Context: an optimization exercise on an open-source flow, tuned for small area and a short achievable clock period. The choices shown serve that exercise and are no tape-out recipe. No functional check of the RTL was part of this run. Power figures rest on the tool's default switching activity, not on a simulated workload.

**flow/config.mk**
```make
export PLATFORM = sky130hd
export DESIGN_NAME = resizer
export DESIGN_NICKNAME = resizer
export VERILOG_FILES = /design/flow/design.v
export SDC_FILE = /design/flow/constraint.sdc
export NUM_CORES = 4
export LEC_CHECK = 0
export CAP_MARGIN = 20
export CORE_MARGIN = 2
export CORE_UTILIZATION = 40
export SLEW_MARGIN = 20
```
**flow/constraint.sdc**
```tcl
create_clock -name core_clock -period 6.0 [get_ports {clk}]
set_input_delay 1.2000 -clock core_clock [delete_from_list [all_inputs] [get_ports {clk}]]
set_output_delay 1.2000 -clock core_clock [all_outputs]
set_load 0.01 [all_outputs]
```
**flow/design.v**
```verilog
module resizer (
	input clk,
	input rst,
	input s_valid_i,
	input s_last_i,
	input [2:0] s_keep_i,
	input [11:0] s_data_i,
	output wire s_ready_o,
	output m_valid_o,
	input m_ready_i,
	output m_last_o,
	output [1:0] m_keep_o,
	output [7:0] m_data_o
);
reg        sev;         
reg [15:0] se;          
always @(posedge clk) begin
	if (rst) begin
		sev <= 1'b0;
		se  <= 16'd0;
	end else begin
		sev <= s_valid_i;
		se  <= {s_last_i, s_data_i[11:8], s_keep_i[2], s_data_i[7:4], s_keep_i[1], s_data_i[3:0], s_keep_i[0]};
	end
end
reg rst_q;
always @(posedge clk) rst_q <= rst;
reg [4:0] w;        
reg [5:0] r;        
reg [6:0] q;        
reg ov;             
reg uf;             
reg pu;             
reg rep;            
reg [4:0] keepdat [0:71];    
reg       lastb   [0:23];    
wire wr = sev & ~ov;
genvar gs;
generate
for (gs = 0; gs < 24; gs = gs + 1) begin : slot
	wire en = rst_q | (wr & (w == gs));
	always @(posedge clk) begin
		if (en) begin
			keepdat[3*gs]   <= se[4:0];
			keepdat[3*gs+1] <= se[9:5];
			keepdat[3*gs+2] <= se[14:10];
			lastb[gs]       <= se[15];
		end
	end
end
endgenerate
reg [11:0] rd;
integer i;
always @* begin
	rd = 12'd0;
	for (i = 0; i < 36; i = i + 1) begin
		if (r == i && !rst_q)
			rd = rd | { keepdat[2*i+1][4:1], (((2*i+1)%3)==2) ? lastb[(2*i+1)/3] : 1'b0, keepdat[2*i+1][0],
			            keepdat[2*i][4:1],   (((2*i)%3)==2)   ? lastb[(2*i)/3]   : 1'b0, keepdat[2*i][0] };
	end
end
wire p1  = (q >= 7'd68);           
wire p2  = (q[6:1] == 6'd0);       
wire p0  = (q == 7'd0);
wire w23 = (w == 5'd23);
wire r35 = (r == 6'd35);
wire wz  = (w == 5'd0);
wire a   = sev & ~ov;
wire wrapw = w23 & a;
wire [4:0] winc = w23 ? 5'd0 : w + 5'd1;
wire [5:0] rinc = r35 ? 6'd0 : r + 6'd1;
wire [6:0] q_p3 = (q >= 7'd69) ? q - 7'd69 : q + 7'd3;
wire [6:0] q_m2 = (q <= 7'd1)  ? q + 7'd70 : q - 7'd2;
wire [6:0] q_p1 = (q == 7'd71) ? 7'd0 : q + 7'd1;
reg [4:0] w_n [0:1];
reg [5:0] r_n [0:1];
reg [6:0] q_n [0:1];
reg ov_n [0:1];
reg uf_n [0:1];
reg c1, c2, mer, ovx, ufx, wi, ri;
integer k;
always @* begin
	for (k = 0; k < 2; k = k + 1) begin
		mer = k;
		c1 = p1 & ~(wrapw ^ (r35 & mer & ~uf));
		c2 = p2 & ~wz & ~wrapw;
		ovx = ov; ufx = uf;
		if (a) begin
			ufx = 1'b0;
			if (c1) ovx = 1'b1;
		end
		if (mer && !ufx) begin
			if (!c1) ovx = 1'b0;
			if (c2) ufx = 1'b1;
		end
		wi = sev & ~ovx;
		ri = mer & ~p0;
		w_n[k] = ufx ? 5'd0 : wi ? winc : w;
		r_n[k] = ufx ? 6'd0 : ri ? rinc : r;
		q_n[k] = ufx ? 7'd0 : (wi & ri) ? q_p1 : wi ? q_p3 : ri ? q_m2 : q;
		ov_n[k] = ufx ? 1'b0 : ovx;
		uf_n[k] = ufx;
	end
end
reg [11:0] me;       
reg [1:0]  mk;       
reg        mv, ml;
function [1:0] keep_res(input [11:0] e, input rp, input [1:0] pk);
	reg [1:0] la, ke;
	begin
		la = {e[7], e[1]};
		ke = {e[6], e[0]};
		if (la != 0)
			keep_res = rp ? ~pk : (((la - 2'd1) | la) & ke);
		else
			keep_res = ke;
	end
endfunction
wire u0 = uf | uf_n[0];
wire u1 = uf | uf_n[1];
wire [1:0] kr0 = keep_res(me, rep, mk);
wire [1:0] kr1 = keep_res(rd, 1'b0, mk);
wire rep0 = ~rep & me[1] & ~me[7] & ~u0;
wire rep1 = rd[1] & ~rd[7] & ~u1;
wire mv0 = ~(u0 & pu) & (kr0 != 2'd0);
wire mv1 = ~(u1 & pu) & (kr1 != 2'd0);
wire ml0 = ~rep & (me[1] | me[7]);
wire ml1 = rd[1] | rd[7];
wire mr = m_ready_i & ~rep;
always @(posedge clk) begin
	if (rst) begin
		w <= 0; r <= 0; q <= 0; ov <= 0; uf <= 1; pu <= 1; rep <= 0;
		me <= 0; mk <= 0; mv <= 0; ml <= 0;
	end else begin
		w   <= mr ? w_n[1]  : w_n[0];
		r   <= mr ? r_n[1]  : r_n[0];
		q   <= mr ? q_n[1]  : q_n[0];
		ov  <= mr ? ov_n[1] : ov_n[0];
		uf  <= mr ? uf_n[1] : uf_n[0];
		pu  <= mr ? u1      : u0;
		rep <= mr ? rep1    : rep0;
		me  <= mr ? rd      : me;
		mk  <= mr ? kr1     : kr0;
		mv  <= mr ? mv1     : mv0;
		ml  <= mr ? ml1     : ml0;
	end
end
assign s_ready_o = ~ov;
assign m_valid_o = mv;
assign m_last_o  = ml;
assign m_keep_o  = mk;
assign m_data_o  = {me[11:8], me[5:2]};
endmodule
```
**flow/run.sh**
```bash
#!/bin/bash
# synth_recipe.tcl (not shown) runs the flow's synth.tcl, then flattens the netlist and writes it again
# the make line also repeats each setting of config.mk as NAME=value (left out here)
make -C /OpenROAD-flow-scripts/flow DESIGN_CONFIG=/design/flow/config.mk WORK_HOME=/design/flow/orfs CLKGATE_MAP_FILE= SYNTH_SCRIPT=/design/flow/synth_recipe.tcl finish
```
==> reports/qor.csv <==
metric;value;unit
status;timing/DRC/antenna clean;
io_pins;33;
clock_sinks;440;
crit_path_cell_trace;clkdlybuf4s50_1 -> nand2b_1 -> o21ai_1 -> a211oi_1 -> o21bai_1 -> and2_1 -> o21ai_0 -> o31ai_1;
relSlewSlack;0.177;
synth_edf_count;384;
drive_gt1_frac;0.116;
path_delay_family;compound AO/OA/AOI/OAI gates;
cp-start-kind;primary input;
power;6.96;mW
grt_antenna_before_repair;0;
end_kind;flip-flop;
grt_pass1_wl;77000;um
worstHoldPathCells;2;
hpwlAfterDp;31000;um
overflow;0;
cts_buffer_depth;3;
avgSynthCellArea;14.7;um^2
final_antenna_net_count;0;
pre_cts_ws;2.04;ns
post-cts-setup-buffer-count;0;
row_count;76;
die_h;213;um
synth_cell_types;73;
cp_max_fo;15;
syn_nets;1227;
startpoint;m_ready_i;
cp.required;6.47;ns
grt_pass1_vias;10800;
hold_buffers;0;
insertion_delay;0.57;ns
path_buf_inv;1;
dp_cells;1778;
max-vdd-ir-drop;242;uV
avgViaCountPerCell;6.07;
p_leak;7.00;nW
r2r-end;mv;
cts_resized;0;
synthArstFlopShare;0;
syn_inst;1187;
worstSetupPathType;in2reg;
setup_viol;0;
cts.reportedPaths.clkPinSlew;0.06;ns
ys_seq_elements;440;
syn_to_final_growth;14.5;%
hold_path_class;reg2reg;
worst_slew_pin_slew;1.23;ns
max_freq;285;MHz
final_core_util;0.464;
grt_use_total;0.242;
dr.pass1.iters;6;
clock_skew;0.0242;ns
fin_crit_sh;0.585;
drt_wl_total;54300;um
power.density;347;mW/mm^2
layout.nets;1281;
portBuffers;32;
ys_seq_area_frac;0.723;
final_cell_mix;edfxtp_1 (384), a22oi_1 (142), nand2_1 (77), and3_1 (58), dfxtp_1 (56);
start_util;0.406;
cts_tree;yes;
avgRoutedWirePerCell;29.2;um
r2r_cells;7;
crit_path_top_delay_cell;a211oi_1;
cpPeakStageDelay;0.59;ns
fp.dieW;213;um
grt_max_degree;41;
slew_violations;0;
dieArea;0.0455;mm^2
setup_slack;2.49;ns
cts-buffers-inserted;45;
drt_iter0_drc;1664;
rsz0062_at_grt;false;
drcViolationCount;0;
fin_crit;3.51;ns
maxCapViolations;0;
mostFrequentLayoutCell;edfxtp_1;
synthFlopType;edfxtp_1;
antenna_cells;0;
crit-reg2reg-launch;rst_q;
r2r_slack;2.60;ns
hold_viol;0;
num_vias;11300;
fin_cells;1862;
core;0.0432;mm^2
holdPathEnd;me[0];
htree_levels;2;
min_from;me[0];
tns;0;ns
gp_congestion;0.822;
yosysWarnings;8;
root_buffer;clkbuf_16;
crit_arrival;3.98;ns
syn_area;0.0175;mm^2
-- synth_stat cells (all sizes together) (5+ instances only) --
cell type    n  area (um^2)
a2111oi     14          155
a211oi       5         37.5
a21o        10         75.1
a21oi       46          230
a22oi      142         1070
a31o        12          105
a31oi        7         43.8
and3        59          374
buf         30          224
clkbuf      26         97.6
dfxtp       56         1120
edfxtp     384        11500
ha          20          250
inv         17         63.8
mux2i        5         50.1
nand2       77          289
nand2b       7         43.8
nand3       25          125
nand4       11         68.8
nor2        59          231
nor2b       25          156
nor3        25          125
nor4        13         93.8
nor4b        5         50.0
o21ai       24          120
or4b         6         60.1
xnor2        9         78.8
-- per-layer routing --
layer  GRT usage  vias up  wire length [um]
li1            -     4826                 -
met1       0.325     5645             21300
met2       0.376      686             24600
met3      0.0585      139              5930
met4       0.102        0              2410
met5           0        -                 0
-- flip-flops by register name (all words and copies together) (netlist names), 2 cells and up --
signal / count
keepdat: 360
lastb: 24
se: 16
me: 12
q: 7
r: 6
w: 5
mk: 2
-- worst max path at each step --
stage                     depth (start not counted)  slack (ns)   end
final                                             8        2.49  w[3]
after global routing                              8        2.29  w[3]
after CTS                                         8        2.59  w[3]
after detailed placement                          8        2.04  w[3]
after global placement                            8        2.12  w[3]
after floorplan                                   6        3.44  w[3]
-- logic make-up after synthesis --
group / synth area share
compound gates: 0.123
xor+xnor: 0.00650
simple gates: 0.108
mux: 0.00350
buf+inv: 0.0220
fa+ha+maj: 0.0143
flops: 0.723
-- power by group --
part / switching [mW] / total [mW] / leakage, nW / internal, mW
combinational: 0.284 / 0.423 / 2.07 / 0.139
clock: 1.16 / 2.83 / 0.737 / 1.67
sequential: 0.127 / 3.71 / 4.19 / 3.59
total: 1.57 / 6.96 / 7.00 / 5.40
-- worst min-delay path, delay by kind of cell, from the launching register on --
kind               cells  cell delay (ns)
and+or+nand+nor        1             0.07
AOI/OAI and AO/OA      1             0.06
DFF                    1             0.33
-- stage by stage --
| step | hold WS [ns] | instance area (um^2) |
|---|---|---|
| after floorplan | 0.456 | 17500 |
| after global placement | 0.476 | 18500 |
| after detailed placement | 0.479 | 18500 |
| after CTS | 0.493 | 20000 |
| after global routing | 0.540 | 20000 |
| final | 0.496 | 20000 |
-- layout make-up --
type                            count  area (um^2)
Fill cell                        3771        23100
Sequential cell                   440        12700
Multi-Input combinational cell    674         4530
Clock buffer                       67         1290
Tap cell                          585          732
Timing Repair Buffer               63          548
Clock inverter                     16          230
Inverter                           17         63.8

-- what the ideal ports hide --
In the flow no input, the clock included, has a driving cell. The finished layout below was timed again as built, in two steps.
Step 1 assumes that a clkbuf_16 drives the clock port and a buf_2 every other input.
Step 2, shift: input delay + t, output delay - t, t = (earliest + latest rising clock arrival at the registers) / 2. This alone moves slack from input paths to output paths.
Slacks: ideal ports / drivers / drivers and shift; pairs: ideal ports / drivers.
t (ns): 0.611
slack for setup (ns): 2.490 / 2.520 / 1.909
clock arrival spread, ns: 0.025 / 0.025
worst data-port slew with drivers (ns): 0.04
cell pins on the clock port's net: 1
After both steps setup and hold are still met in this run. The setup slack of this run moves by +0.030 ns with the drivers and by -0.581 ns with both steps.
